Background: an optimization exercise with open tools, aiming at small area. Do not read the settings as production practice. At most, simulation tests tie the RTL to the original design; equivalence was not proved. The RTL of run 2 was laid out without a check of its function. No activity file was given, so power comes from the tool's default toggle rates.

==> flow/design.v, too long to show whole: its modules and the start of the top module <==
// module screen: 154 lines
// module geom: 94 lines
// module storecolor: 10 lines
// module cube_cntrl: 206 lines
// module AIsolving: 190 lines
// module solvetop: 125 lines
// module solveside: 135 lines
module screen(input wire clk, input wire rst, output [3:0] vgaRed, output [3:0] vgaGreen,
    output [3:0] vgaBlue, output hsync, output vsync,
    input [2:0] color, input [3:0] blockcommand, input isenter, input choosing,
    input [4:0] keyboardcommand, input ischanged, input auto, output [15:0] led, output isdone);
  // ...
==> flow/flow/run.sh <==
#!/bin/bash
# Own layout flow: the standard synthesis, then an area re-mapping of the
# combinational logic (flip-flops untouched), then the standard flow from
# floorplan to finish with a lighter clock tree and port buffers.
set -euo pipefail
W=$(pwd)
F=$W/flow
YOSYS=${FLOW_HOME}/../tools/install/yosys/bin/yosys
[[ -x $YOSYS ]] || YOSYS=yosys
PLAT=${FLOW_PLATFORM:-sky130hd}
LIB=${FLOW_HOME}/platforms/$PLAT/lib/sky130_fd_sc_hd__tt_025C_1v80.lib
R=$W/orfs/results/$PLAT/screen/base

# 1. standard synthesis
bash standard.sh synth > $W/log_1_synth.txt 2>&1

# 2. area re-mapping of the logic between the flip-flops
cp $R/1_2_yosys.v $W/std_1_2_yosys.v
DU=$(sed -n '/DONT_USE_CELLS/,/^$/p' ${FLOW_HOME}/platforms/$PLAT/config.mk | grep -o 'sky130_fd_sc_hd__[A-Za-z0-9_]*' | sed 's/^/-dont_use /' | tr '\n' ' ')
sed -e "s|@LIB@|$LIB|g" -e "s|@IN@|$W/std_1_2_yosys.v|" -e "s|@TOP@|${FLOW_TOP:-screen}|" \
    -e "s|@ABC@|$F/area.abc|" -e "s|@OUT@|$W/reopt_1_2_yosys.v|g" -e "s|@DONTUSE@|$DU|" $F/reopt.ys > $W/reopt.ys
$YOSYS -s $W/reopt.ys > $W/log_2_reopt.txt 2>&1
cp $W/reopt_1_2_yosys.v $R/1_2_yosys.v
touch $R/1_2_yosys.v

# 3. the standard flow from the re-mapped netlist
bash standard.sh \
  "CTS_ARGS=-sink_clustering_enable -repair_clock_nets -buf_list sky130_fd_sc_hd__clkbuf_4 -dont_use_dummy_load" \
  "BUFFER_PORTS_ARGS=-buffer_cell sky130_fd_sc_hd__buf_1" \
  finish > $W/log_3_finish.txt 2>&1
==> flow/flow/area.abc <==
strash
dch
map -a
mfs2
strash
dch
map -a
mfs2
strash
dch
map -a
mfs2
strash
dch
map -a
mfs2
strash
dch
map -a
mfs2
strash
dch
map -a
mfs2
strash
dch
map -a
mfs2
strash
dch
map -a
mfs2
strash
dch
map -a
topo
==> flow/flow/reopt.ys <==
# Re-map the standard synthesis's logic for area. The flip-flop cells are kept as
# they are (blackboxes: same instances, names and cell types); only the
# combinational cells between them are rebuilt by ABC.
read_liberty -ignore_miss_func @LIB@
blackbox sky130_fd_sc_hd__df* sky130_fd_sc_hd__edf* sky130_fd_sc_hd__sdf* sky130_fd_sc_hd__sedf* sky130_fd_sc_hd__dl*
read_verilog @IN@
hierarchy -top @TOP@
flatten
opt -purge
abc -liberty @LIB@ @DONTUSE@ -script @ABC@
read_liberty -lib -overwrite -ignore_miss_func @LIB@
opt_clean -purge
setundef -zero
hilomap -singleton -hicell sky130_fd_sc_hd__conb_1 HI -locell sky130_fd_sc_hd__conb_1 LO
splitnets
opt_clean -purge
insbuf -buf sky130_fd_sc_hd__buf_4 A X
check -assert -mapped
tee -o @OUT@.stat stat -liberty @LIB@
write_verilog -noattr -nohex -nodec @OUT@
==> flow/standard.sh <==
#!/bin/bash
# synth_recipe.tcl (not shown) runs the flow's synth.tcl, then flattens the netlist and writes it again
# the make line also repeats each setting of config.mk as NAME=value (left out here)
make -C /OpenROAD-flow-scripts/flow DESIGN_CONFIG=/design/flow/config.mk WORK_HOME=/design/flow/orfs CLKGATE_MAP_FILE= SYNTH_SCRIPT=/design/flow/synth_recipe.tcl "${@:-finish}"
==> flow/config.mk <==
export PLATFORM = sky130hd
export DESIGN_NAME = screen
export DESIGN_NICKNAME = screen
export VERILOG_FILES = /design/flow/design.v
export SDC_FILE = /design/flow/constraint.sdc
export NUM_CORES = 8
export LEC_CHECK = 0
export CAP_MARGIN = 0
export CORE_MARGIN = 2
export CORE_UTILIZATION = 45
export CTS_BUF_LIST = sky130_fd_sc_hd__clkbuf_4
export PLACE_DENSITY = 0.6
export SLEW_MARGIN = 0
==> flow/constraint.sdc <==
create_clock -name core_clock -period 16.0 [get_ports {clk}]
set_input_delay 3.2000 -clock core_clock [delete_from_list [all_inputs] [get_ports {clk}]]
set_output_delay 3.2000 -clock core_clock [all_outputs]
set_load 0.01 [all_outputs]
==> flow_summary.ini, run 1 <==
[drt]
dr.pass1.iters = 11
wl_met1_um = 44600
drt_iter0_markers = 5034

[yosys]
syn_inst = 3460
syn_avg_cell_area_um2 = 6.24

[layout]
fin_cells = 4232
multi_input_area_share = 0.572
seq_share = 0.255
finalInstanceArea_um2 = 23400
nNonClkInverters = 551

[die]
core_area_um2 = 47500
row_count = 80
tapCellCount = 615
die_h_um = 223

[grt]
gr-usage-met3 = 0.232
grt_overflow = 0

[clock_network]
worstSkewPairLatency_ns = 0.90
htreeDepth = 3
clk_pin_slew_worst_paths_ns = 0.06

[setup_path]
reg2reg_slack_ns = 8.24
cp.depth = 35
critPathArrivalTime_ns = 7.18
end_kind = output pin
r2r-start = sol0.state[6]

[status]
status = finished clean

[power_and_ir_drop]
p_sw_mw = 1.43
power.internal_mw = 1.31
p_comb_frac = 0.390
power_clock_uw = 567
power.total_mw = 2.73

[place]
dpl.hpwl_um = 90000
dp_slack_ns = 6.23

[hold_path]
hold_end = gr[0]
hold_start = gr[0]
min_path_cells = 2

[sta]
skew_ns = 0.104
==> module screen, before the edit <==
module screen(input wire clk, input wire rst, output [3:0] vgaRed, output [3:0] vgaGreen,
    output [3:0] vgaBlue, output hsync, output vsync,
    input [2:0] color, input [3:0] blockcommand, input isenter, input choosing,
    input [4:0] keyboardcommand, input ischanged, input auto, output [15:0] led, output isdone);
    reg [9:0] pixel_cnt, line_cnt;
    reg hsync_i, vsync_i;
    always @(posedge clk) begin
        if (rst) pixel_cnt <= 10'd0;
        else if (pixel_cnt < 10'd799) pixel_cnt <= pixel_cnt + 10'd1;
        else pixel_cnt <= 10'd0;
    end
    always @(posedge clk) begin
        if (rst) hsync_i <= 1'b1;
        else hsync_i <= !((pixel_cnt >= 10'd655) && (pixel_cnt < 10'd751));
    end
    always @(posedge clk) begin
        if (rst) line_cnt <= 10'd0;
        else if (pixel_cnt == 10'd799) begin
            if (line_cnt < 10'd524) line_cnt <= line_cnt + 10'd1;
            else line_cnt <= 10'd0;
        end
    end
    always @(posedge clk) begin
        if (rst) vsync_i <= 1'b1;
        else vsync_i <= !((line_cnt >= 10'd489) && (line_cnt < 10'd491));
    end
    assign hsync = hsync_i;
    assign vsync = vsync_i;
    wire vis_line = (line_cnt < 10'd480);
    wire valid = (pixel_cnt < 10'd640) && vis_line;
    reg [9:0] ga, ga2;
    reg [7:0] gr, gr2;
    always @(posedge clk) begin
        if (rst || !vis_line) begin ga <= 10'd0; gr <= 8'd0; ga2 <= 10'd0; gr2 <= 8'd0; end
        else if (pixel_cnt == 10'd799) begin
            if (gr >= 8'd67) begin gr <= gr - 8'd67; ga <= ga + 10'd2; end
            else begin gr <= gr + 8'd183; ga <= ga + 10'd1; end
            if (gr2 >= 8'd41) begin gr2 <= gr2 - 8'd41; ga2 <= ga2 + 10'd2; end
            else begin gr2 <= gr2 + 8'd193; ga2 <= ga2 + 10'd1; end
        end
    end
    wire [12:1] blk, fr;
    wire blank;
    geom geom_inst(.h(pixel_cnt), .a(ga), .r(gr), .a2(ga2), .r2(gr2), .blk(blk), .fr(fr), .blank(blank));
    reg [2:0] ccode;
    always @(*) begin
        case (color)
            3'd0: ccode = 3'b100;  3'd1: ccode = 3'b010;  3'd2: ccode = 3'b001;
            3'd3: ccode = 3'b101;  3'd4: ccode = 3'b110;  3'd5: ccode = 3'b111;
            default: ccode = 3'b000;
        endcase
    end
    reg [35:0] cN;       
    reg [35:0] csN;      
    reg st, fl, prech;
    reg [1:0] ec;
    wire [71:0] cube;
    wire [35:0] store;        
    wire cstate;              
    wire [12:1] csnz;
    genvar gi;
    generate for (gi = 1; gi <= 12; gi = gi + 1) begin : g_entry
        always @(posedge clk) begin
            if (rst) cN[3*gi-1:3*gi-3] <= 3'd0;
            else if (choosing) begin
                if (st) cN[3*gi-1:3*gi-3] <= 3'd0;
                else if (blockcommand == gi) cN[3*gi-1:3*gi-3] <= ccode;
            end
        end
        always @(posedge clk) begin
            if (rst) csN[3*gi-1:3*gi-3] <= 3'd0;
            else if (choosing) begin
                if (st || !prech) csN[3*gi-1:3*gi-3] <= 3'd0;
                else if (cN[3*gi-1:3*gi-3] != 3'd0) csN[3*gi-1:3*gi-3] <= cN[3*gi-1:3*gi-3];
            end
            else csN[3*gi-1:3*gi-3] <= cube[3*gi-1:3*gi-3];
        end
        assign csnz[gi] = (csN[3*gi-1:3*gi-3] != 3'd0);
    end endgenerate
    wire colorfull = &csnz;
    always @(posedge clk or posedge rst) begin
        if (rst) begin st <= 1'b0; fl <= 1'b0; prech <= 1'b0; ec <= 2'd0; end
        else begin
            prech <= choosing;
            if (choosing) begin
                if (st) begin st <= 1'b0; fl <= 1'b1; end
                else if (ec == 2'd1 && !fl) st <= 1'b1;
            end
            if (isenter) begin
                case (ec)
                    2'd0: if (colorfull) ec <= 2'd1;
                    2'd1: ec <= 2'd2;
                    2'd2: if (colorfull) ec <= 2'd3;
                    default: ;
                endcase
            end
        end
    end
    wire tmpenter = (ec == 2'd1) && !fl && choosing;
    wire tmpenter2 = (ec == 2'd2) && choosing;
    wire load_done = !choosing && ec[1];
    storecolor str1(.clk(clk), .rst(rst), .cube_on(cstate), .isenteronce(tmpenter), .isentertwice(tmpenter2),
                    .xfer(!cstate && load_done), .colors(csN), .half2(cube[71:36]), .store(store));
    wire [17:0] mv, mv0, mv1, mv2;
    cube_cntrl cub1(.clk(clk), .rst(rst), .mv(mv), .fcol(store), .csN(csN), .we2(tmpenter2),
                    .load_done(load_done), .state(cstate), .b(cube));
    wire ready0 = auto && !choosing && ec[1];
    wire dfd, tfd;
    reg [4:0] cnt;
    wire [4:0] cnt0, cnt1, cnt2;
    AIsolving sol0(.clk(clk), .rst(rst), .ready(ready0), .cube(cube), .cnt(cnt), .cnt_nxt(cnt0),
                   .mv(mv0), .downfacedone(dfd));
    solvetop sol1(.clk(clk), .rst(rst), .ready(dfd), .cube(cube), .cnt(cnt), .cnt_nxt(cnt1),
                  .mv(mv1), .topfacedone(tfd));
    solveside sol2(.clk(clk), .rst(rst), .ready(tfd), .cube(cube), .cnt(cnt), .cnt_nxt(cnt2),
                   .mv(mv2), .isdone(isdone));
    always @(posedge clk or posedge rst) begin
        if (rst) cnt <= 5'd0;
        else if (ready0) cnt <= !dfd ? cnt0 : !tfd ? cnt1 : cnt2;
    end
    wire [17:0] kmv = (!auto && ischanged && keyboardcommand < 5'd18) ? (18'd1 << keyboardcommand) : 18'd0;
    assign mv = kmv | mv0 | mv1 | mv2;
    assign led = isdone ? 16'hffff : tfd ? 16'h03ff : dfd ? 16'h001f : 16'h0000;
    reg frame;
    always @(*) begin
        case (blockcommand)
            4'd2: frame = fr[2];   4'd3: frame = fr[3];   4'd4: frame = fr[4];
            4'd5: frame = fr[5];   4'd6: frame = fr[6];   4'd7: frame = fr[7];
            4'd8: frame = fr[8];   4'd9: frame = fr[9];   4'd10: frame = fr[10];
            4'd11: frame = fr[11]; 4'd12: frame = fr[12]; default: frame = fr[1];
        endcase
    end
    wire m_col = choosing && !ec[0];
    reg [2:0] bcode;
    integer k;
    always @(*) begin
        bcode = 3'd0;
        for (k = 1; k <= 12; k = k + 1)
            if (blk[k])
                bcode = bcode | (!choosing ? cube[3*k-1 -: 3] :
                                 !ec[0] ? csN[3*k-1 -: 3] :
                                 (ec[1] && !cstate) ? cube[3*k+35 -: 3] : store[3*k-1 -: 3]);
    end
    reg [11:0] rgb;
    always @(*) begin
        if (!valid) rgb = 12'h000;
        else if (frame) rgb = m_col ? 12'h60c : 12'h000;
        else if (|blk) rgb = {{4{bcode[2]}}, {bcode[1] | (bcode[2] & bcode[0]), {2{(bcode[1] & !bcode[2]) | (bcode[2] & bcode[0])}},
                              bcode[1] | (bcode[2] & bcode[0])}, {4{bcode[0] & !bcode[1]}}};
        else if (blank) rgb = 12'hffc;
        else rgb = 12'h000;
    end
    assign {vgaRed, vgaGreen, vgaBlue} = rgb;
endmodule
==> module storecolor, before the edit <==
module storecolor(input wire clk, input wire rst, input wire cube_on, input wire isenteronce,
    input wire isentertwice, input wire xfer, input wire [35:0] colors, input wire [35:0] half2,
    output reg [35:0] store);
    wire wr = isenteronce || (cube_on && isentertwice);
    always @(posedge clk) begin
        if (rst) store <= 36'd0;
        else if (wr) store <= colors;
        else if (xfer) store <= half2;
    end
endmodule
==> module cube_cntrl, before the edit <==
module cube_cntrl(input wire clk, input wire rst, input wire [17:0] mv,
  input wire [35:0] fcol, input wire [35:0] csN, input wire we2, input wire load_done,
  output reg state, output reg [71:0] b);
  always @(posedge clk or posedge rst) begin
    if (rst) state <= 1'b0;
    else if (!state) state <= load_done;
  end
  wire ld = !state && !rst;
  wire [17:0] m = mv & {18{state}};
  wire ld2 = ld && we2;
  wire hold2 = ld && !we2;
  wire [71:0] nb;
  assign nb[2:0] = ({3{ld}} & fcol[2:0])
      | ({3{state & ~(m[2] | m[3] | m[6] | m[7] | m[8] | m[9] | m[10] | m[11] | m[12] | m[13] | m[16] | m[17])}} & b[2:0])
      | ({3{m[3] | m[13]}} & b[5:3])
      | ({3{m[2] | m[12]}} & b[8:6])
      | ({3{m[10] | m[17]}} & b[14:12])
      | ({3{m[6] | m[9]}} & b[26:24])
      | ({3{m[11] | m[16]}} & b[47:45])
      | ({3{m[7] | m[8]}} & b[65:63]);
  assign nb[5:3] = ({3{ld}} & fcol[5:3])
      | ({3{state & ~(m[2] | m[3] | m[4] | m[5] | m[6] | m[7] | m[8] | m[9] | m[10] | m[11] | m[12] | m[13])}} & b[5:3])
      | ({3{m[2] | m[12]}} & b[2:0])
      | ({3{m[3] | m[13]}} & b[11:9])
      | ({3{m[4] | m[10]}} & b[17:15])
      | ({3{m[6] | m[9]}} & b[35:33])
      | ({3{m[5] | m[11]}} & b[44:42])
      | ({3{m[7] | m[8]}} & b[62:60]);
  assign nb[8:6] = ({3{ld}} & fcol[8:6])
      | ({3{state & ~(m[0] | m[1] | m[2] | m[3] | m[8] | m[9] | m[10] | m[11] | m[12] | m[13] | m[16] | m[17])}} & b[8:6])
      | ({3{m[3] | m[13]}} & b[2:0])
      | ({3{m[2] | m[12]}} & b[11:9])
      | ({3{m[10] | m[17]}} & b[20:18])
      | ({3{m[1] | m[9]}} & b[29:27])
      | ({3{m[11] | m[16]}} & b[41:39])
      | ({3{m[0] | m[8]}} & b[68:66]);
  assign nb[11:9] = ({3{ld}} & fcol[11:9])
      | ({3{state & ~(m[0] | m[1] | m[2] | m[3] | m[4] | m[5] | m[8] | m[9] | m[10] | m[11] | m[12] | m[13])}} & b[11:9])
      | ({3{m[2] | m[12]}} & b[5:3])
      | ({3{m[3] | m[13]}} & b[8:6])
      | ({3{m[4] | m[10]}} & b[23:21])
      | ({3{m[1] | m[9]}} & b[32:30])
      | ({3{m[5] | m[11]}} & b[38:36])
      | ({3{m[0] | m[8]}} & b[71:69]);
  assign nb[14:12] = ({3{ld}} & fcol[14:12])
      | ({3{state & ~(m[0] | m[1] | m[2] | m[3] | m[8] | m[9] | m[10] | m[11] | m[12] | m[13] | m[16] | m[17])}} & b[14:12])
      | ({3{m[11] | m[16]}} & b[2:0])
      | ({3{m[1] | m[9]}} & b[17:15])
      | ({3{m[0] | m[8]}} & b[20:18])
      | ({3{m[2] | m[12]}} & b[29:27])
      | ({3{m[10] | m[17]}} & b[59:57])
      | ({3{m[3] | m[13]}} & b[62:60]);
  assign nb[17:15] = ({3{ld}} & fcol[17:15])
      | ({3{state & ~(m[0] | m[1] | m[2] | m[3] | m[4] | m[5] | m[8] | m[9] | m[10] | m[11] | m[12] | m[13])}} & b[17:15])
      | ({3{m[5] | m[11]}} & b[5:3])
      | ({3{m[0] | m[8]}} & b[14:12])
      | ({3{m[1] | m[9]}} & b[23:21])
      | ({3{m[2] | m[12]}} & b[26:24])
      | ({3{m[4] | m[10]}} & b[56:54])
      | ({3{m[3] | m[13]}} & b[71:69]);
  assign nb[20:18] = ({3{ld}} & fcol[20:18])
      | ({3{state & ~(m[0] | m[1] | m[8] | m[9] | m[10] | m[11] | m[12] | m[13] | m[14] | m[15] | m[16] | m[17])}} & b[20:18])
      | ({3{m[11] | m[16]}} & b[8:6])
      | ({3{m[1] | m[9]}} & b[14:12])
      | ({3{m[0] | m[8]}} & b[23:21])
      | ({3{m[12] | m[15]}} & b[32:30])
      | ({3{m[10] | m[17]}} & b[53:51])
      | ({3{m[13] | m[14]}} & b[65:63]);
  assign nb[23:21] = ({3{ld}} & fcol[23:21])
      | ({3{state & ~(m[0] | m[1] | m[4] | m[5] | m[8] | m[9] | m[10] | m[11] | m[12] | m[13] | m[14] | m[15])}} & b[23:21])
      | ({3{m[5] | m[11]}} & b[11:9])
      | ({3{m[0] | m[8]}} & b[17:15])
      | ({3{m[1] | m[9]}} & b[20:18])
      | ({3{m[12] | m[15]}} & b[35:33])
      | ({3{m[4] | m[10]}} & b[50:48])
      | ({3{m[13] | m[14]}} & b[68:66]);
  assign nb[26:24] = ({3{ld}} & fcol[26:24])
      | ({3{state & ~(m[2] | m[3] | m[4] | m[5] | m[6] | m[7] | m[8] | m[9] | m[10] | m[11] | m[12] | m[13])}} & b[26:24])
      | ({3{m[7] | m[8]}} & b[2:0])
      | ({3{m[3] | m[13]}} & b[17:15])
      | ({3{m[4] | m[10]}} & b[29:27])
      | ({3{m[5] | m[11]}} & b[35:33])
      | ({3{m[2] | m[12]}} & b[41:39])
      | ({3{m[6] | m[9]}} & b[50:48]);
  assign nb[29:27] = ({3{ld}} & fcol[29:27])
      | ({3{state & ~(m[0] | m[1] | m[2] | m[3] | m[4] | m[5] | m[8] | m[9] | m[10] | m[11] | m[12] | m[13])}} & b[29:27])
      | ({3{m[0] | m[8]}} & b[8:6])
      | ({3{m[3] | m[13]}} & b[14:12])
      | ({3{m[5] | m[11]}} & b[26:24])
      | ({3{m[4] | m[10]}} & b[32:30])
      | ({3{m[2] | m[12]}} & b[38:36])
      | ({3{m[1] | m[9]}} & b[56:54]);
  assign nb[32:30] = ({3{ld}} & fcol[32:30])
      | ({3{state & ~(m[0] | m[1] | m[4] | m[5] | m[8] | m[9] | m[10] | m[11] | m[12] | m[13] | m[14] | m[15])}} & b[32:30])
      | ({3{m[0] | m[8]}} & b[11:9])
      | ({3{m[13] | m[14]}} & b[20:18])
      | ({3{m[5] | m[11]}} & b[29:27])
      | ({3{m[4] | m[10]}} & b[35:33])
      | ({3{m[12] | m[15]}} & b[44:42])
      | ({3{m[1] | m[9]}} & b[59:57]);
  assign nb[35:33] = ({3{ld}} & fcol[35:33])
      | ({3{state & ~(m[4] | m[5] | m[6] | m[7] | m[8] | m[9] | m[10] | m[11] | m[12] | m[13] | m[14] | m[15])}} & b[35:33])
      | ({3{m[7] | m[8]}} & b[5:3])
      | ({3{m[13] | m[14]}} & b[23:21])
      | ({3{m[4] | m[10]}} & b[26:24])
      | ({3{m[5] | m[11]}} & b[32:30])
      | ({3{m[12] | m[15]}} & b[47:45])
      | ({3{m[6] | m[9]}} & b[53:51]);
  assign nb[38:36] = ({3{ld2}} & csN[2:0])
      | ({3{hold2 | (state & ~(m[2] | m[3] | m[4] | m[5] | m[6] | m[7] | m[8] | m[9] | m[10] | m[11] | m[12] | m[13]))}} & b[38:36])
      | ({3{m[4] | m[10]}} & b[11:9])
      | ({3{m[3] | m[13]}} & b[29:27])
      | ({3{m[7] | m[8]}} & b[41:39])
      | ({3{m[6] | m[9]}} & b[44:42])
      | ({3{m[5] | m[11]}} & b[50:48])
      | ({3{m[2] | m[12]}} & b[62:60]);
  assign nb[41:39] = ({3{ld2}} & csN[5:3])
      | ({3{hold2 | (state & ~(m[2] | m[3] | m[6] | m[7] | m[8] | m[9] | m[10] | m[11] | m[12] | m[13] | m[16] | m[17]))}} & b[41:39])
      | ({3{m[10] | m[17]}} & b[8:6])
      | ({3{m[3] | m[13]}} & b[26:24])
      | ({3{m[6] | m[9]}} & b[38:36])
      | ({3{m[7] | m[8]}} & b[47:45])
      | ({3{m[11] | m[16]}} & b[53:51])
      | ({3{m[2] | m[12]}} & b[71:69]);
  assign nb[44:42] = ({3{ld2}} & csN[8:6])
      | ({3{hold2 | (state & ~(m[4] | m[5] | m[6] | m[7] | m[8] | m[9] | m[10] | m[11] | m[12] | m[13] | m[14] | m[15]))}} & b[44:42])
      | ({3{m[4] | m[10]}} & b[5:3])
      | ({3{m[13] | m[14]}} & b[32:30])
      | ({3{m[7] | m[8]}} & b[38:36])
      | ({3{m[6] | m[9]}} & b[47:45])
      | ({3{m[5] | m[11]}} & b[56:54])
      | ({3{m[12] | m[15]}} & b[65:63]);
  assign nb[47:45] = ({3{ld2}} & csN[11:9])
      | ({3{hold2 | (state & ~(m[6] | m[7] | m[8] | m[9] | m[10] | m[11] | m[12] | m[13] | m[14] | m[15] | m[16] | m[17]))}} & b[47:45])
      | ({3{m[10] | m[17]}} & b[2:0])
      | ({3{m[13] | m[14]}} & b[35:33])
      | ({3{m[6] | m[9]}} & b[41:39])
      | ({3{m[7] | m[8]}} & b[44:42])
      | ({3{m[11] | m[16]}} & b[59:57])
      | ({3{m[12] | m[15]}} & b[68:66]);
  assign nb[50:48] = ({3{ld2}} & csN[14:12])
      | ({3{hold2 | (state & ~(m[4] | m[5] | m[6] | m[7] | m[8] | m[9] | m[10] | m[11] | m[12] | m[13] | m[14] | m[15]))}} & b[50:48])
      | ({3{m[5] | m[11]}} & b[23:21])
      | ({3{m[7] | m[8]}} & b[26:24])
      | ({3{m[4] | m[10]}} & b[38:36])
      | ({3{m[12] | m[15]}} & b[53:51])
      | ({3{m[13] | m[14]}} & b[56:54])
      | ({3{m[6] | m[9]}} & b[65:63]);
  assign nb[53:51] = ({3{ld2}} & csN[17:15])
      | ({3{hold2 | (state & ~(m[6] | m[7] | m[8] | m[9] | m[10] | m[11] | m[12] | m[13] | m[14] | m[15] | m[16] | m[17]))}} & b[53:51])
      | ({3{m[11] | m[16]}} & b[20:18])
      | ({3{m[7] | m[8]}} & b[35:33])
      | ({3{m[10] | m[17]}} & b[41:39])
      | ({3{m[13] | m[14]}} & b[50:48])
      | ({3{m[12] | m[15]}} & b[59:57])
      | ({3{m[6] | m[9]}} & b[62:60]);
  assign nb[56:54] = ({3{ld2}} & csN[20:18])
      | ({3{hold2 | (state & ~(m[0] | m[1] | m[4] | m[5] | m[8] | m[9] | m[10] | m[11] | m[12] | m[13] | m[14] | m[15]))}} & b[56:54])
      | ({3{m[5] | m[11]}} & b[17:15])
      | ({3{m[0] | m[8]}} & b[29:27])
      | ({3{m[4] | m[10]}} & b[44:42])
      | ({3{m[12] | m[15]}} & b[50:48])
      | ({3{m[13] | m[14]}} & b[59:57])
      | ({3{m[1] | m[9]}} & b[68:66]);
  assign nb[59:57] = ({3{ld2}} & csN[23:21])
      | ({3{hold2 | (state & ~(m[0] | m[1] | m[8] | m[9] | m[10] | m[11] | m[12] | m[13] | m[14] | m[15] | m[16] | m[17]))}} & b[59:57])
      | ({3{m[11] | m[16]}} & b[14:12])
      | ({3{m[0] | m[8]}} & b[32:30])
      | ({3{m[10] | m[17]}} & b[47:45])
      | ({3{m[13] | m[14]}} & b[53:51])
      | ({3{m[12] | m[15]}} & b[56:54])
      | ({3{m[1] | m[9]}} & b[71:69]);
  assign nb[62:60] = ({3{ld2}} & csN[26:24])
      | ({3{hold2 | (state & ~(m[2] | m[3] | m[6] | m[7] | m[8] | m[9] | m[10] | m[11] | m[12] | m[13] | m[16] | m[17]))}} & b[62:60])
      | ({3{m[6] | m[9]}} & b[5:3])
      | ({3{m[2] | m[12]}} & b[14:12])
      | ({3{m[3] | m[13]}} & b[38:36])
      | ({3{m[7] | m[8]}} & b[53:51])
      | ({3{m[11] | m[16]}} & b[65:63])
      | ({3{m[10] | m[17]}} & b[71:69]);
  assign nb[65:63] = ({3{ld2}} & csN[29:27])
      | ({3{hold2 | (state & ~(m[6] | m[7] | m[8] | m[9] | m[10] | m[11] | m[12] | m[13] | m[14] | m[15] | m[16] | m[17]))}} & b[65:63])
      | ({3{m[6] | m[9]}} & b[2:0])
      | ({3{m[12] | m[15]}} & b[20:18])
      | ({3{m[13] | m[14]}} & b[44:42])
      | ({3{m[7] | m[8]}} & b[50:48])
      | ({3{m[10] | m[17]}} & b[62:60])
      | ({3{m[11] | m[16]}} & b[68:66]);
  assign nb[68:66] = ({3{ld2}} & csN[32:30])
      | ({3{hold2 | (state & ~(m[0] | m[1] | m[8] | m[9] | m[10] | m[11] | m[12] | m[13] | m[14] | m[15] | m[16] | m[17]))}} & b[68:66])
      | ({3{m[1] | m[9]}} & b[8:6])
      | ({3{m[12] | m[15]}} & b[23:21])
      | ({3{m[13] | m[14]}} & b[47:45])
      | ({3{m[0] | m[8]}} & b[56:54])
      | ({3{m[10] | m[17]}} & b[65:63])
      | ({3{m[11] | m[16]}} & b[71:69]);
  assign nb[71:69] = ({3{ld2}} & csN[35:33])
      | ({3{hold2 | (state & ~(m[0] | m[1] | m[2] | m[3] | m[8] | m[9] | m[10] | m[11] | m[12] | m[13] | m[16] | m[17]))}} & b[71:69])
      | ({3{m[1] | m[9]}} & b[11:9])
      | ({3{m[2] | m[12]}} & b[17:15])
      | ({3{m[3] | m[13]}} & b[41:39])
      | ({3{m[0] | m[8]}} & b[59:57])
      | ({3{m[11] | m[16]}} & b[62:60])
      | ({3{m[10] | m[17]}} & b[68:66]);
  always @(posedge clk) b <= nb;
endmodule
==> run 2, diff against run 1 <==
--- a/flow/design.v
+++ b/flow/design.v
@@ -57,4 +57,3 @@
     wire [71:0] cube;
-    wire [35:0] store;        
-    wire cstate;              
+    wire [35:0] f_colors, b_colors;
     wire [12:1] csnz;
@@ -100,8 +99,7 @@
     wire tmpenter2 = (ec == 2'd2) && choosing;
-    wire load_done = !choosing && ec[1];
-    storecolor str1(.clk(clk), .rst(rst), .cube_on(cstate), .isenteronce(tmpenter), .isentertwice(tmpenter2),
-                    .xfer(!cstate && load_done), .colors(csN), .half2(cube[71:36]), .store(store));
+    storecolor str1(.clk(clk), .rst(rst), .isenteronce(tmpenter), .isentertwice(tmpenter2),
+                    .colors(csN), .f_colors(f_colors), .b_colors(b_colors));
     wire [17:0] mv, mv0, mv1, mv2;
-    cube_cntrl cub1(.clk(clk), .rst(rst), .mv(mv), .fcol(store), .csN(csN), .we2(tmpenter2),
-                    .load_done(load_done), .state(cstate), .b(cube));
+    cube_cntrl cub1(.clk(clk), .rst(rst), .mv(mv),
+                    .fcol(f_colors), .bcol(b_colors), .load_done(!choosing && ec[1]), .b(cube));
     wire ready0 = auto && !choosing && ec[1];
@@ -141,3 +139,3 @@
                                  !ec[0] ? csN[3*k-1 -: 3] :
-                                 (ec[1] && !cstate) ? cube[3*k+35 -: 3] : store[3*k-1 -: 3]);
+                                 ec[1] ? b_colors[3*k-1 -: 3] : f_colors[3*k-1 -: 3]);
     end
@@ -248,10 +246,10 @@
 endmodule
-module storecolor(input wire clk, input wire rst, input wire cube_on, input wire isenteronce,
-    input wire isentertwice, input wire xfer, input wire [35:0] colors, input wire [35:0] half2,
-    output reg [35:0] store);
-    wire wr = isenteronce || (cube_on && isentertwice);
+module storecolor(input wire clk, input wire rst, input wire isenteronce, input wire isentertwice,
+    input wire [35:0] colors, output reg [35:0] f_colors, output reg [35:0] b_colors);
     always @(posedge clk) begin
-        if (rst) store <= 36'd0;
-        else if (wr) store <= colors;
-        else if (xfer) store <= half2;
+        if (rst) begin f_colors <= 36'd0; b_colors <= 36'd0; end
+        else begin
+            if (isenteronce) f_colors <= colors;
+            if (isentertwice) b_colors <= colors;
+        end
     end
@@ -259,4 +257,4 @@
 module cube_cntrl(input wire clk, input wire rst, input wire [17:0] mv,
-  input wire [35:0] fcol, input wire [35:0] csN, input wire we2, input wire load_done,
-  output reg state, output reg [71:0] b);
+  input wire [35:0] fcol, input wire [35:0] bcol, input wire load_done, output reg [71:0] b);
+  reg state;
   always @(posedge clk or posedge rst) begin
@@ -267,6 +265,5 @@
   wire [17:0] m = mv & {18{state}};
-  wire ld2 = ld && we2;
-  wire hold2 = ld && !we2;
+  wire [71:0] src = {bcol, fcol};
   wire [71:0] nb;
-  assign nb[2:0] = ({3{ld}} & fcol[2:0])
+  assign nb[2:0] = ({3{ld}} & src[2:0])
       | ({3{state & ~(m[2] | m[3] | m[6] | m[7] | m[8] | m[9] | m[10] | m[11] | m[12] | m[13] | m[16] | m[17])}} & b[2:0])
@@ -278,3 +275,3 @@
       | ({3{m[7] | m[8]}} & b[65:63]);
-  assign nb[5:3] = ({3{ld}} & fcol[5:3])
+  assign nb[5:3] = ({3{ld}} & src[5:3])
       | ({3{state & ~(m[2] | m[3] | m[4] | m[5] | m[6] | m[7] | m[8] | m[9] | m[10] | m[11] | m[12] | m[13])}} & b[5:3])
@@ -286,3 +283,3 @@
       | ({3{m[7] | m[8]}} & b[62:60]);
-  assign nb[8:6] = ({3{ld}} & fcol[8:6])
+  assign nb[8:6] = ({3{ld}} & src[8:6])
       | ({3{state & ~(m[0] | m[1] | m[2] | m[3] | m[8] | m[9] | m[10] | m[11] | m[12] | m[13] | m[16] | m[17])}} & b[8:6])
@@ -294,3 +291,3 @@
       | ({3{m[0] | m[8]}} & b[68:66]);
-  assign nb[11:9] = ({3{ld}} & fcol[11:9])
+  assign nb[11:9] = ({3{ld}} & src[11:9])
       | ({3{state & ~(m[0] | m[1] | m[2] | m[3] | m[4] | m[5] | m[8] | m[9] | m[10] | m[11] | m[12] | m[13])}} & b[11:9])
@@ -302,3 +299,3 @@
       | ({3{m[0] | m[8]}} & b[71:69]);
-  assign nb[14:12] = ({3{ld}} & fcol[14:12])
+  assign nb[14:12] = ({3{ld}} & src[14:12])
       | ({3{state & ~(m[0] | m[1] | m[2] | m[3] | m[8] | m[9] | m[10] | m[11] | m[12] | m[13] | m[16] | m[17])}} & b[14:12])
@@ -310,3 +307,3 @@
       | ({3{m[3] | m[13]}} & b[62:60]);
-  assign nb[17:15] = ({3{ld}} & fcol[17:15])
+  assign nb[17:15] = ({3{ld}} & src[17:15])
       | ({3{state & ~(m[0] | m[1] | m[2] | m[3] | m[4] | m[5] | m[8] | m[9] | m[10] | m[11] | m[12] | m[13])}} & b[17:15])
@@ -318,3 +315,3 @@
       | ({3{m[3] | m[13]}} & b[71:69]);
-  assign nb[20:18] = ({3{ld}} & fcol[20:18])
+  assign nb[20:18] = ({3{ld}} & src[20:18])
       | ({3{state & ~(m[0] | m[1] | m[8] | m[9] | m[10] | m[11] | m[12] | m[13] | m[14] | m[15] | m[16] | m[17])}} & b[20:18])
@@ -326,3 +323,3 @@
       | ({3{m[13] | m[14]}} & b[65:63]);
-  assign nb[23:21] = ({3{ld}} & fcol[23:21])
+  assign nb[23:21] = ({3{ld}} & src[23:21])
       | ({3{state & ~(m[0] | m[1] | m[4] | m[5] | m[8] | m[9] | m[10] | m[11] | m[12] | m[13] | m[14] | m[15])}} & b[23:21])
@@ -334,3 +331,3 @@
       | ({3{m[13] | m[14]}} & b[68:66]);
-  assign nb[26:24] = ({3{ld}} & fcol[26:24])
+  assign nb[26:24] = ({3{ld}} & src[26:24])
       | ({3{state & ~(m[2] | m[3] | m[4] | m[5] | m[6] | m[7] | m[8] | m[9] | m[10] | m[11] | m[12] | m[13])}} & b[26:24])
@@ -342,3 +339,3 @@
       | ({3{m[6] | m[9]}} & b[50:48]);
-  assign nb[29:27] = ({3{ld}} & fcol[29:27])
+  assign nb[29:27] = ({3{ld}} & src[29:27])
       | ({3{state & ~(m[0] | m[1] | m[2] | m[3] | m[4] | m[5] | m[8] | m[9] | m[10] | m[11] | m[12] | m[13])}} & b[29:27])
@@ -350,3 +347,3 @@
       | ({3{m[1] | m[9]}} & b[56:54]);
-  assign nb[32:30] = ({3{ld}} & fcol[32:30])
+  assign nb[32:30] = ({3{ld}} & src[32:30])
       | ({3{state & ~(m[0] | m[1] | m[4] | m[5] | m[8] | m[9] | m[10] | m[11] | m[12] | m[13] | m[14] | m[15])}} & b[32:30])
@@ -358,3 +355,3 @@
       | ({3{m[1] | m[9]}} & b[59:57]);
-  assign nb[35:33] = ({3{ld}} & fcol[35:33])
+  assign nb[35:33] = ({3{ld}} & src[35:33])
       | ({3{state & ~(m[4] | m[5] | m[6] | m[7] | m[8] | m[9] | m[10] | m[11] | m[12] | m[13] | m[14] | m[15])}} & b[35:33])
@@ -366,4 +363,4 @@
       | ({3{m[6] | m[9]}} & b[53:51]);
-  assign nb[38:36] = ({3{ld2}} & csN[2:0])
-      | ({3{hold2 | (state & ~(m[2] | m[3] | m[4] | m[5] | m[6] | m[7] | m[8] | m[9] | m[10] | m[11] | m[12] | m[13]))}} & b[38:36])
+  assign nb[38:36] = ({3{ld}} & src[38:36])
+      | ({3{state & ~(m[2] | m[3] | m[4] | m[5] | m[6] | m[7] | m[8] | m[9] | m[10] | m[11] | m[12] | m[13])}} & b[38:36])
       | ({3{m[4] | m[10]}} & b[11:9])
@@ -374,4 +371,4 @@
       | ({3{m[2] | m[12]}} & b[62:60]);
-  assign nb[41:39] = ({3{ld2}} & csN[5:3])
-      | ({3{hold2 | (state & ~(m[2] | m[3] | m[6] | m[7] | m[8] | m[9] | m[10] | m[11] | m[12] | m[13] | m[16] | m[17]))}} & b[41:39])
+  assign nb[41:39] = ({3{ld}} & src[41:39])
+      | ({3{state & ~(m[2] | m[3] | m[6] | m[7] | m[8] | m[9] | m[10] | m[11] | m[12] | m[13] | m[16] | m[17])}} & b[41:39])
       | ({3{m[10] | m[17]}} & b[8:6])
@@ -382,4 +379,4 @@
       | ({3{m[2] | m[12]}} & b[71:69]);
-  assign nb[44:42] = ({3{ld2}} & csN[8:6])
-      | ({3{hold2 | (state & ~(m[4] | m[5] | m[6] | m[7] | m[8] | m[9] | m[10] | m[11] | m[12] | m[13] | m[14] | m[15]))}} & b[44:42])
+  assign nb[44:42] = ({3{ld}} & src[44:42])
+      | ({3{state & ~(m[4] | m[5] | m[6] | m[7] | m[8] | m[9] | m[10] | m[11] | m[12] | m[13] | m[14] | m[15])}} & b[44:42])
       | ({3{m[4] | m[10]}} & b[5:3])
@@ -390,4 +387,4 @@
       | ({3{m[12] | m[15]}} & b[65:63]);
-  assign nb[47:45] = ({3{ld2}} & csN[11:9])
-      | ({3{hold2 | (state & ~(m[6] | m[7] | m[8] | m[9] | m[10] | m[11] | m[12] | m[13] | m[14] | m[15] | m[16] | m[17]))}} & b[47:45])
+  assign nb[47:45] = ({3{ld}} & src[47:45])
+      | ({3{state & ~(m[6] | m[7] | m[8] | m[9] | m[10] | m[11] | m[12] | m[13] | m[14] | m[15] | m[16] | m[17])}} & b[47:45])
       | ({3{m[10] | m[17]}} & b[2:0])
@@ -398,4 +395,4 @@
       | ({3{m[12] | m[15]}} & b[68:66]);
-  assign nb[50:48] = ({3{ld2}} & csN[14:12])
-      | ({3{hold2 | (state & ~(m[4] | m[5] | m[6] | m[7] | m[8] | m[9] | m[10] | m[11] | m[12] | m[13] | m[14] | m[15]))}} & b[50:48])
+  assign nb[50:48] = ({3{ld}} & src[50:48])
+      | ({3{state & ~(m[4] | m[5] | m[6] | m[7] | m[8] | m[9] | m[10] | m[11] | m[12] | m[13] | m[14] | m[15])}} & b[50:48])
       | ({3{m[5] | m[11]}} & b[23:21])
@@ -406,4 +403,4 @@
       | ({3{m[6] | m[9]}} & b[65:63]);
-  assign nb[53:51] = ({3{ld2}} & csN[17:15])
-      | ({3{hold2 | (state & ~(m[6] | m[7] | m[8] | m[9] | m[10] | m[11] | m[12] | m[13] | m[14] | m[15] | m[16] | m[17]))}} & b[53:51])
+  assign nb[53:51] = ({3{ld}} & src[53:51])
+      | ({3{state & ~(m[6] | m[7] | m[8] | m[9] | m[10] | m[11] | m[12] | m[13] | m[14] | m[15] | m[16] | m[17])}} & b[53:51])
       | ({3{m[11] | m[16]}} & b[20:18])
@@ -414,4 +411,4 @@
       | ({3{m[6] | m[9]}} & b[62:60]);
-  assign nb[56:54] = ({3{ld2}} & csN[20:18])
-      | ({3{hold2 | (state & ~(m[0] | m[1] | m[4] | m[5] | m[8] | m[9] | m[10] | m[11] | m[12] | m[13] | m[14] | m[15]))}} & b[56:54])
+  assign nb[56:54] = ({3{ld}} & src[56:54])
+      | ({3{state & ~(m[0] | m[1] | m[4] | m[5] | m[8] | m[9] | m[10] | m[11] | m[12] | m[13] | m[14] | m[15])}} & b[56:54])
       | ({3{m[5] | m[11]}} & b[17:15])
@@ -422,4 +419,4 @@
       | ({3{m[1] | m[9]}} & b[68:66]);
-  assign nb[59:57] = ({3{ld2}} & csN[23:21])
-      | ({3{hold2 | (state & ~(m[0] | m[1] | m[8] | m[9] | m[10] | m[11] | m[12] | m[13] | m[14] | m[15] | m[16] | m[17]))}} & b[59:57])
+  assign nb[59:57] = ({3{ld}} & src[59:57])
+      | ({3{state & ~(m[0] | m[1] | m[8] | m[9] | m[10] | m[11] | m[12] | m[13] | m[14] | m[15] | m[16] | m[17])}} & b[59:57])
       | ({3{m[11] | m[16]}} & b[14:12])
@@ -430,4 +427,4 @@
       | ({3{m[1] | m[9]}} & b[71:69]);
-  assign nb[62:60] = ({3{ld2}} & csN[26:24])
-      | ({3{hold2 | (state & ~(m[2] | m[3] | m[6] | m[7] | m[8] | m[9] | m[10] | m[11] | m[12] | m[13] | m[16] | m[17]))}} & b[62:60])
+  assign nb[62:60] = ({3{ld}} & src[62:60])
+      | ({3{state & ~(m[2] | m[3] | m[6] | m[7] | m[8] | m[9] | m[10] | m[11] | m[12] | m[13] | m[16] | m[17])}} & b[62:60])
       | ({3{m[6] | m[9]}} & b[5:3])
@@ -438,4 +435,4 @@
       | ({3{m[10] | m[17]}} & b[71:69]);
-  assign nb[65:63] = ({3{ld2}} & csN[29:27])
-      | ({3{hold2 | (state & ~(m[6] | m[7] | m[8] | m[9] | m[10] | m[11] | m[12] | m[13] | m[14] | m[15] | m[16] | m[17]))}} & b[65:63])
+  assign nb[65:63] = ({3{ld}} & src[65:63])
+      | ({3{state & ~(m[6] | m[7] | m[8] | m[9] | m[10] | m[11] | m[12] | m[13] | m[14] | m[15] | m[16] | m[17])}} & b[65:63])
       | ({3{m[6] | m[9]}} & b[2:0])
@@ -446,4 +443,4 @@
       | ({3{m[11] | m[16]}} & b[68:66]);
-  assign nb[68:66] = ({3{ld2}} & csN[32:30])
-      | ({3{hold2 | (state & ~(m[0] | m[1] | m[8] | m[9] | m[10] | m[11] | m[12] | m[13] | m[14] | m[15] | m[16] | m[17]))}} & b[68:66])
+  assign nb[68:66] = ({3{ld}} & src[68:66])
+      | ({3{state & ~(m[0] | m[1] | m[8] | m[9] | m[10] | m[11] | m[12] | m[13] | m[14] | m[15] | m[16] | m[17])}} & b[68:66])
       | ({3{m[1] | m[9]}} & b[8:6])
@@ -454,4 +451,4 @@
       | ({3{m[11] | m[16]}} & b[71:69]);
-  assign nb[71:69] = ({3{ld2}} & csN[35:33])
-      | ({3{hold2 | (state & ~(m[0] | m[1] | m[2] | m[3] | m[8] | m[9] | m[10] | m[11] | m[12] | m[13] | m[16] | m[17]))}} & b[71:69])
+  assign nb[71:69] = ({3{ld}} & src[71:69])
+      | ({3{state & ~(m[0] | m[1] | m[2] | m[3] | m[8] | m[9] | m[10] | m[11] | m[12] | m[13] | m[16] | m[17])}} & b[71:69])
       | ({3{m[1] | m[9]}} & b[11:9])
==> flow/run.sh (new file) <==
#!/bin/bash
# synth_recipe.tcl (not shown) runs the flow's synth.tcl, then flattens the netlist and writes it again
# the make line also repeats each setting of config.mk as NAME=value (left out here)
make -C /OpenROAD-flow-scripts/flow DESIGN_CONFIG=/design/flow/config.mk WORK_HOME=/design/flow/orfs CLKGATE_MAP_FILE= SYNTH_SCRIPT=/design/flow/synth_recipe.tcl finish
removed: flow/flow/run.sh
removed: flow/flow/area.abc
removed: flow/flow/reopt.ys
removed: flow/standard.sh
==> run 2 against run 1 <==
Maximum frequency is 0.90% lower. Combinational power is 79% lower. Largest power group is now clock. Cell count grew 16%. Clock power grew about 50%. Final area rose by 34%. Still clean. Clock-buffer cell count increased by 55.
==> flow_summary.ini, run 2 <==
[clock_network]
cts_buffer_depth = 3
hold_buffers = 0
clk_pin_slew_worst_paths_ns = 0.07
cts_resized = 0
clkSinkCount = 322
tritoncts = done
numCtsBuffers = 98
cts-root-buf = clkbuf_4
worstSkewPairLatency_ns = 0.96
cts_setup_buffers = 0
htreeDepth = 3

[yosys]
synth_top_area_frac = 0.186
syn_area_um2 = 29500
yosysSeqAreaShare = 0.227
synth_top_family_by_area = compound AO/OA/AOI/OAI gates
yosysTopAreaCell = dfxtp_1
synthAdderAreaFrac = 0.0429
ys_seq_elements = 322
yosys_warnings = 6
ys_top_cells_by_count = nand2_1, a21oi_1, nor2_1
synth_area_leaders = dfxtp_1, nand2_1, a21oi_1, o21ai_0, nor2_1
synthMuxAreaShare = 0.0226
synth_xor_area_frac = 0.0309
ys.flop_type = dfxtp_1
yosysMostFrequentCell = nand2_1
syn_avg_cell_area_um2 = 7.10
syn_inst = 4151
yosysUniqueCellTypes = 112
async_flop_share = 0.149
synth_fp_nets = 4265
synth_compound_area_frac = 0.323
synth-simple-area-share = 0.285
synth_edf_count = 0

[drt]
routed_wl_um = 121000
drc = 0
via_per_inst = 6.76
vias = 33300
detail-route-antenna-nets = 0
dr.pass1.iters = 9
routedWlPerCell_um = 24.5
drt_iter0_markers = 4712

[sta]
maxSlewViolCount = 0
rsz0062_at_grt = false
max-slew-margin-rel = 0.136
whs_ns = 0.470
hold_viol = 0
min_period_ns = 10.47
timing.fmax_mhz = 95.5
setup_tns_ns = 0
tightest_slew_ns = 1.29
finalSetupViolCount = 0
skew_ns = 0.0934
min_period_over_period = 0.654

[die]
dieArea_um2 = 67500
start_util = 0.456
die_h_um = 260
core_area_um2 = 64600
row_count = 93
die_w_um = 260
ioPinCount = 49

[status]
status = finished clean

[layout]
finalInstanceArea_um2 = 31300
layout_common_cells = nand2_1, a21oi_1, nor2_1
fillers = 6668
mostFrequentLayoutCell = nand2_1
fin_cells = 4930
regMostFlops = cub1.b
largest_reg_flops = 72
nets = 4103
area_growth_pct = 6.40
layout-drive-gt1-share = 0.0841

[place]
gp_congestion = 0.980
io_buffers = 48
dpl.cell_count = 4744
placed_area_um2 = 30100
dpl.hpwl_um = 84400

[grt]
grt_overflow = 0
grt_usage = 0.347
grt_pass1_vias = 30500
antenna_found_initial = 6
grt_max_degree = 84
grt_first_pass_wirelength_um = 184000

[power_and_ir_drop]
ir_drop_uv = 64.2
power.total_mw = 1.91
power_density_nw_per_um2 = 61.1
power.leakage_nw = 11.0

[setup_path]
setup.worst_path.class = flop to output pin
start_kind = flop
end_kind = output pin
cp_max_fo = 20
crit_required_ns = 12.80
critPathArrivalTime_ns = 7.27

[hold_path]
holdCritPathClass = flop to flop

[job]
cap_violations = 0
-- run 2: cell count changes in the layout (fill, tap and decap cells not counted), sizes merged, moves of 62 or more --
cell    before  now
clkinv     551   36
nor2       595  314
o22ai      186   33
nand2      424  568
nand3      107  227
inv          0  119
o21ai      337  243
ha           0   89
a32oi        7   77
nand2b       0   62
-- run 2: cell families (layout without fill, tap and decap cells) --
logic type	after synthesis	count (layout)
simple gates	1690	1690
compound gates	1374	1374
buf+inv	499	416
flops	322	322
xor+xnor	104	104
fa+ha+maj	97	97
mux	65	65
other cells	0	7
-- run 2: critical path, cell delays in order, from the launching register on --
cell and delay [ns]:
dfxtp_1 0.84, ha_1 0.50, nor2b_1 0.23, a2111oi_0 0.69, o211ai_1 0.25, a21oi_1 0.32, nand4bb_1 0.28, nor2_1 0.47
nor3_1 0.17, o2111ai_1 0.21, o21ai_0 0.10, a2111oi_0 0.63, a21oi_1 0.34, o31ai_1 0.56, clkdlybuf4s50_1 0.75
-- run 2: routing by layer --
metal | track usage | wire, um
met1 | 0.467 | 49600
met2 | 0.517 | 51200
met3 | 0.0792 | 13400
met4 | 0.177 | 6680
met5 | 0 | 26
-- run 2: worst paths after layout --
| check | startpoint | depth (start not counted) | slack, ns | end |
|---|---|---|---|---|
| worst max-delay path | pixel_cnt[2] | 14 | 5.53 | vgaRed[2] |
| worst max register to register | cub1.b[4] | 16 | 9.70 | cub1.b[62] |
| worst min register to register | str1.f_colors[32] | 2 | 0.47 | str1.f_colors[32] |
| min in group asynchronous | rst | 3 | 2.85 | cub1.state |
| max in group asynchronous | rst | 4 | 12.02 | cnt[2] |
| worst min-delay path | str1.f_colors[32] | 2 | 0.47 | str1.f_colors[32] |
-- run 2: through the flow --
stage | worst slack, ns | util
floorplan | 7.07 | -
global placement | 5.62 | 0.465
detailed placement | 5.66 | 0.465
CTS | 5.61 | 0.485
global route | 5.04 | 0.485
finish | 5.53 | 0.485
-- run 2: final cells by class --
cell class                 count  area, um^2  share of cell area
multi-input combinational   3330       20800               0.665
sequential                   322        6700               0.214
tap                          855        1070              0.0341
clock buffer                 140        1050              0.0335
timing repair buffer         119        1010              0.0321
inverter                     118         443              0.0141
clock inverter                39         210             0.00671
antenna                        7        17.5            0.000559
-- run 2: power by group --
part | switching, mW | total (mW) | internal, mW
clock | 0.428 | 0.851 | 0.422
sequential | 0.0292 | 0.843 | 0.814
combinational | 0.143 | 0.220 | 0.0773

## what the ideal ports hide
The flow's constraints put no driver on any port. The routed layouts listed below were extracted and timed again, unchanged, in two steps.
Step 1, drivers: a clkbuf_16 drives clk and a buf_2 each remaining input, both assumed.
Step 2 times the ports against the registers' clock, not the clock port: input delays grow and output delays shrink by t, the midpoint of the rising clock arrivals with the driver on.
a / b / c = ideal / step 1 / step 2; a / b = the first two.
| run | t (ns) | setup WS [ns] | worst setup path at the end | worst register clock-pin slew, ns |
|---|---|---|---|---|
| run 1 | 0.912 | 5.624 / 5.563 / 5.798 | input to output | 0.07 / 0.07 |
| run 2 | 0.978 | 5.531 / 5.470 / 5.548 | input to output | 0.07 / 0.07 |
After both steps setup and hold are still met in every run listed.
